Context: an optimization exercise on an open-source flow, tuned for small area. The choices shown serve that exercise and are no tape-out recipe.
In this exercise RTL edits were held to simulation tests only and were not proved equivalent to the original.
No driver is modelled on the clock port, so clocking that relies on it looks cheaper here than on a real chip.
No activity file was given, so power comes from the tool's default toggle rates.

==> flow/design.v (excerpt) <==
module ev20registerBank( input CK5,
                         input [4:0] selA,
                         input [5:0] selB,
                         input [5:0] selC,
                         input [15:0] Cbus,
                         input [15:0] ToW,
                         input MR,
                         output [15:0] toA,
                         output [15:0] toB,
                         output [15:0] FromW );
	wire [16*36-1:0] regs;
	genvar i, b;
	generate
		for (i = 0; i < 36; i = i + 1) begin : r
			wire en = (i == 34) ? (MR | (selC == i)) : (selC == i);
			wire en_n = (i == 34) ? ~(MR | (selC == i)) : (selC != i);
			wire [15:0] d = (i == 34) ? (MR ? ToW : Cbus) : Cbus;
			wire [15:0] nx;
			reg [15:0] q;
			for (b = 0; b < 16; b = b + 1) begin : bt
				ev20hold h( .d(d[b]), .en(en), .q(q[b]), .en_n(en_n), .y(nx[b]) );
			end
			always @(negedge CK5)
				q <= nx;
			assign regs[16*i +: 16] = q;
		end
	endgenerate
	ev20B3BUSA busA( .inSel(selA), .regs(regs[16*32-1:0]), .outputA(toA) );
	ev20B3BUSB busB( .inSel(selB), .regs(regs), .outputB(toB) );
	assign FromW = regs[16*34 +: 16];
endmodule
Size in the first run: roughly 1900 cells after synthesis, roughly 580 flip-flops, ~0.022 mm^2 of cells after synthesis.
Settings: LEC_CHECK=0, CAP_MARGIN=20, CORE_MARGIN=2, CORE_UTILIZATION=60, CTS_BUF_LIST=sky130_fd_sc_hd__clkbuf_4 sky130_fd_sc_hd__clkbuf_8, CTS_CLUSTER_SIZE=30, SLEW_MARGIN=20, SYNTH_HIERARCHICAL=1; clock period 12.0 ns.
run.sh (not shown) runs the stock make flow with config.mk's settings and CLKGATE_MAP_FILE= SYNTH_SCRIPT=/design/flow/synth_recipe.tcl, a recipe that flattens the netlist after the stock synthesis.
The first run finished clean.
Change:
CORE_UTILIZATION = 40   (was 60)
CTS_BUF_LIST = not set   (was sky130_fd_sc_hd__clkbuf_4 sky130_fd_sc_hd__clkbuf_8)
CTS_CLUSTER_SIZE = not set   (was 30)
Outcome: The new run finished clean. Combinational power drops slightly. Power grows by a little under a tenth. Global-route usage shrinks by 16 points. Hold slack is about the same. Flip-flop and latch count does not change. Routed wire length came out higher slightly. Setup slack loses 0.0052 ns. Via count decreases by a few percent. Synthesized cell count does not change.
Change:
==> flow/flow/run.sh (new file) <==
#!/bin/bash
# Own flow: the standard layout (standard.sh) with these changes:
#  - the clock inverter is not cloned per register (pre_cts.tcl); CTS builds the
#    tree below the one inverter, with clkbuf_16 and no dummy loads;
#  - ports are buffered with buf_1.
# Every tool's output is in orfs/logs/...; make's own output goes to flow_make.log.
set -euo pipefail
W=$PWD
F=$W/flow
bash standard.sh \
  PRE_CTS_TCL=$F/pre_cts.tcl \
  "BUFFER_PORTS_ARGS=-buffer_cell sky130_fd_sc_hd__buf_1" \
  "CTS_ARGS=-sink_clustering_enable -repair_clock_nets -dont_use_dummy_load -buf_list sky130_fd_sc_hd__clkbuf_16 -sink_clustering_size 25 -sink_clustering_max_diameter 100" \
  finish > $W/flow_make.log 2>&1
==> flow/flow/pre_cts.tcl (new file) <==
# The registers load on the falling edge of CK5, so synthesis puts one inverter
# on the clock. Keep that single inverter as the root of the clock tree instead
# of cloning it next to every register (one inverter per flip-flop).
proc repair_clock_inverters {args} { puts "repair_clock_inverters: kept the single clock inverter" }
==> flow/standard.sh (new file) <==
#!/bin/bash
# synth_recipe.tcl (not shown) runs the flow's synth.tcl, then flattens the netlist and writes it again
# the make line also repeats each setting of config.mk as NAME=value (left out here)
make -C /OpenROAD-flow-scripts/flow DESIGN_CONFIG=/design/flow/config.mk WORK_HOME=/design/flow/orfs CLKGATE_MAP_FILE= SYNTH_SCRIPT=/design/flow/synth_recipe.tcl "${@:-finish}"
CORE_UTILIZATION = 60   (was 40)
GPL_TIMING_DRIVEN = 0   (was not set)
removed: flow/run.sh
Result: Via count came out lower by roughly a tenth. Die area decreases by a quarter to a third. Clock-buffer cell count falls by 42. Utilization increases by 14 points. Routed wire length decreases by roughly a tenth. Setup slack improves by 0.23 ns. Cell area decreases by about a fifth. Non-clock buffer count falls by 75. Global-route usage grows by 11 points. First-iteration DRC count rises by roughly a tenth.

ev20registerBank, a different RTL version from the one above (not shown whole).
For scale: about 580 flip-flops, ~99 I/O pins, ~21000 um^2 of cells after synthesis.
export LEC_CHECK = 0
export CAP_MARGIN = 15
export CORE_MARGIN = 2
export CORE_UTILIZATION = 50
export GPL_TIMING_DRIVEN = 0
export SETUP_SLACK_MARGIN = 0.3
export SLEW_MARGIN = 15
export SYNTH_HIERARCHICAL = 1
create_clock -name core_clock -period 12.0 [get_ports {CK5}]
standard.sh (not shown) runs the stock make flow with config.mk's settings and CLKGATE_MAP_FILE= SYNTH_SCRIPT=/design/flow/synth_recipe.tcl, a recipe that flattens the netlist after the stock synthesis.
==> flow/flow/run.sh <==
#!/bin/bash
# Own flow: the standard layout (standard.sh, standard synthesis) with:
#  - ports buffered with buf_1;
#  - before repair_design, gates put back to their smallest size (pre_resize.tcl);
#  - the clock inverter (the registers load on the falling edge) kept as the one
#    root of the clock tree instead of being cloned next to every register
#    (pre_cts.tcl), as a clkinv_4; CTS builds the tree below it with clkbuf_16, no dummy loads.
# Each tool's full log is in orfs/logs/...; make's own output is in flow_make.log.
set -euo pipefail
W=$PWD
F=$W/flow
bash standard.sh \
  PRE_RESIZE_TCL=$F/pre_resize.tcl \
  PRE_CTS_TCL=$F/pre_cts.tcl \
  "BUFFER_PORTS_ARGS=-buffer_cell sky130_fd_sc_hd__buf_1" \
  "CTS_ARGS=-sink_clustering_enable -repair_clock_nets -dont_use_dummy_load -buf_list sky130_fd_sc_hd__clkbuf_16 -sink_clustering_size 25 -sink_clustering_max_diameter 100" \
  finish > $W/flow_make.log 2>&1
==> flow/flow/pre_cts.tcl <==
# The registers load on the falling edge of CK5, so synthesis puts one inverter
# on the clock. Keep that single inverter as the root of the clock tree instead
# of cloning it next to every register (one inverter per flip-flop), and give
# it the drive of a clkinv_4 for the clock tree it now drives.
proc repair_clock_inverters {args} { puts "repair_clock_inverters: kept the single clock inverter" }
set ck [[ord::get_db_block] findNet CK5]
foreach it [$ck getITerms] {
  set inst [$it getInst]
  if {[string match sky130_fd_sc_hd__*inv_* [[$inst getMaster] getName]]} {
    puts "pre_cts: clock inverter [$inst getName] [[$inst getMaster] getName] -> clkinv_4"
    replace_cell [get_cells [$inst getName]] [get_lib_cells sky130_fd_sc_hd__clkinv_4]
  }
}
==> flow/flow/pre_resize.tcl <==
# Before repair_design: Yosys/ABC sized some gates up for loads it guessed.
# Put every combinational gate back to its smallest size and keep repair_design
# to drive strengths up to 4, so it repairs slew and capacitance with small
# buffers and sizes where the placed loads need them. Setup timing is
# repaired after CTS as usual (this don't-use list only holds for this step).
set_dont_use [get_lib_cells {sky130_fd_sc_hd__*_6 sky130_fd_sc_hd__*_8 sky130_fd_sc_hd__*_12 sky130_fd_sc_hd__*_16}]
set n 0
foreach inst [get_cells *] {
  set m [get_property $inst ref_name]
  if {[regexp {^(sky130_fd_sc_hd__[a-z0-9]+)_([0-9]+)$} $m -> base sz] && $sz > 1} {
    if {[string match *clk* $base] || [string match *tap* $base] || [string match *df* $base] || [string match *conb* $base]} continue
    set lc [get_lib_cells -quiet ${base}_1]
    if {$lc == ""} { set lc [get_lib_cells -quiet ${base}_0] }
    if {$lc != ""} { replace_cell $inst $lc; incr n }
  }
}
puts "pre_resize: downsized $n instances"
Edit:
--- a/flow/flow/run.sh
+++ b/flow/flow/run.sh
@@ -7 +7 @@
-#    (pre_cts.tcl), as a clkinv_4; CTS builds the tree below it with clkbuf_16, no dummy loads.
+#    (pre_cts.tcl); CTS builds the tree below it with clkbuf_16, no dummy loads.
==> flow/flow/pre_cts.tcl (replaced) <==
# The registers load on the falling edge of CK5, so synthesis puts one inverter
# on the clock. Keep that single inverter as the root of the clock tree instead
# of cloning it next to every register (one inverter per flip-flop).
proc repair_clock_inverters {args} { puts "repair_clock_inverters: kept the single clock inverter" }
--- a/flow/flow/pre_resize.tcl
+++ b/flow/flow/pre_resize.tcl
@@ -3 +3 @@
-# to drive strengths up to 4, so it repairs slew and capacitance with small
+# to drive strengths up to 2, so it repairs slew and capacitance with small
- SETUP_SLACK_MARGIN: 0.3 -> not set
What happened: The new run completed and failed the layout checks on setup timing. Non-clock buffer count stays the same. Worst hold slack stays flat. Setup slack is worse by 0.28 ns.
Edit:
--- a/flow/flow/run.sh
+++ b/flow/flow/run.sh
@@ -7 +7 @@
-#    (pre_cts.tcl); CTS builds the tree below it with clkbuf_16, no dummy loads.
+#    (pre_cts.tcl), as a clkinv_4; CTS builds the tree below it with clkbuf_16, no dummy loads.
@@ -16 +16 @@
-  "CTS_ARGS=-sink_clustering_enable -repair_clock_nets -dont_use_dummy_load -buf_list sky130_fd_sc_hd__clkbuf_16 -sink_clustering_size 25 -sink_clustering_max_diameter 100" \
+  "CTS_ARGS=-sink_clustering_enable -repair_clock_nets -dont_use_dummy_load -buf_list sky130_fd_sc_hd__clkbuf_16 -sink_clustering_size 27 -sink_clustering_max_diameter 100" \
--- a/flow/flow/pre_cts.tcl
+++ b/flow/flow/pre_cts.tcl
@@ -3 +3,2 @@
-# of cloning it next to every register (one inverter per flip-flop).
+# of cloning it next to every register (one inverter per flip-flop), and give
+# it the drive of a clkinv_4 for the clock tree it now drives.
@@ -4,0 +6,8 @@
+set ck [[ord::get_db_block] findNet CK5]
+foreach it [$ck getITerms] {
+  set inst [$it getInst]
+  if {[string match sky130_fd_sc_hd__*inv_* [[$inst getMaster] getName]]} {
+    puts "pre_cts: clock inverter [$inst getName] [[$inst getMaster] getName] -> clkinv_4"
+    replace_cell [get_cells [$inst getName]] [get_lib_cells sky130_fd_sc_hd__clkinv_4]
+  }
+}
--- a/flow/flow/pre_resize.tcl
+++ b/flow/flow/pre_resize.tcl
@@ -3 +3 @@
-# to drive strengths up to 2, so it repairs slew and capacitance with small
+# to drive strengths up to 4, so it repairs slew and capacitance with small
@@ -6,0 +7 @@
+set_dont_use [get_lib_cells {sky130_fd_sc_hd__xor2_2 sky130_fd_sc_hd__xor2_4 sky130_fd_sc_hd__xnor2_2 sky130_fd_sc_hd__xnor2_4}]
- SETUP_SLACK_MARGIN: not set -> 0.3
After rerunning:
- With this change the flow finished clean
- final area came out lower slightly
- core utilization came out lower by 0.34 points
- total power came out lower slightly
- wire length came out higher slightly
- worst hold slack degrades by 0.0034 ns
- via count came out higher slightly
- clock-buffer cell count came out lower by 2
- cell count came out higher slightly
- non-clock buffer count came out higher by 47
- synthesized area does not change
- global-route usage came out higher by 0.31 points
Edit:
--- a/flow/flow/run.sh
+++ b/flow/flow/run.sh
@@ -16 +16 @@
-  "CTS_ARGS=-sink_clustering_enable -repair_clock_nets -dont_use_dummy_load -buf_list sky130_fd_sc_hd__clkbuf_16 -sink_clustering_size 27 -sink_clustering_max_diameter 100" \
+  "CTS_ARGS=-sink_clustering_enable -repair_clock_nets -dont_use_dummy_load -buf_list sky130_fd_sc_hd__clkbuf_16 -sink_clustering_size 25 -sink_clustering_max_diameter 100" \
Sequential power stays flat.
Wire length hardly moves.
Final area barely changes.
Total power came out higher by 0.78%.
Via count stays flat.
Sequential share of layout area came out lower by 0.11 points.
Die area is unchanged.
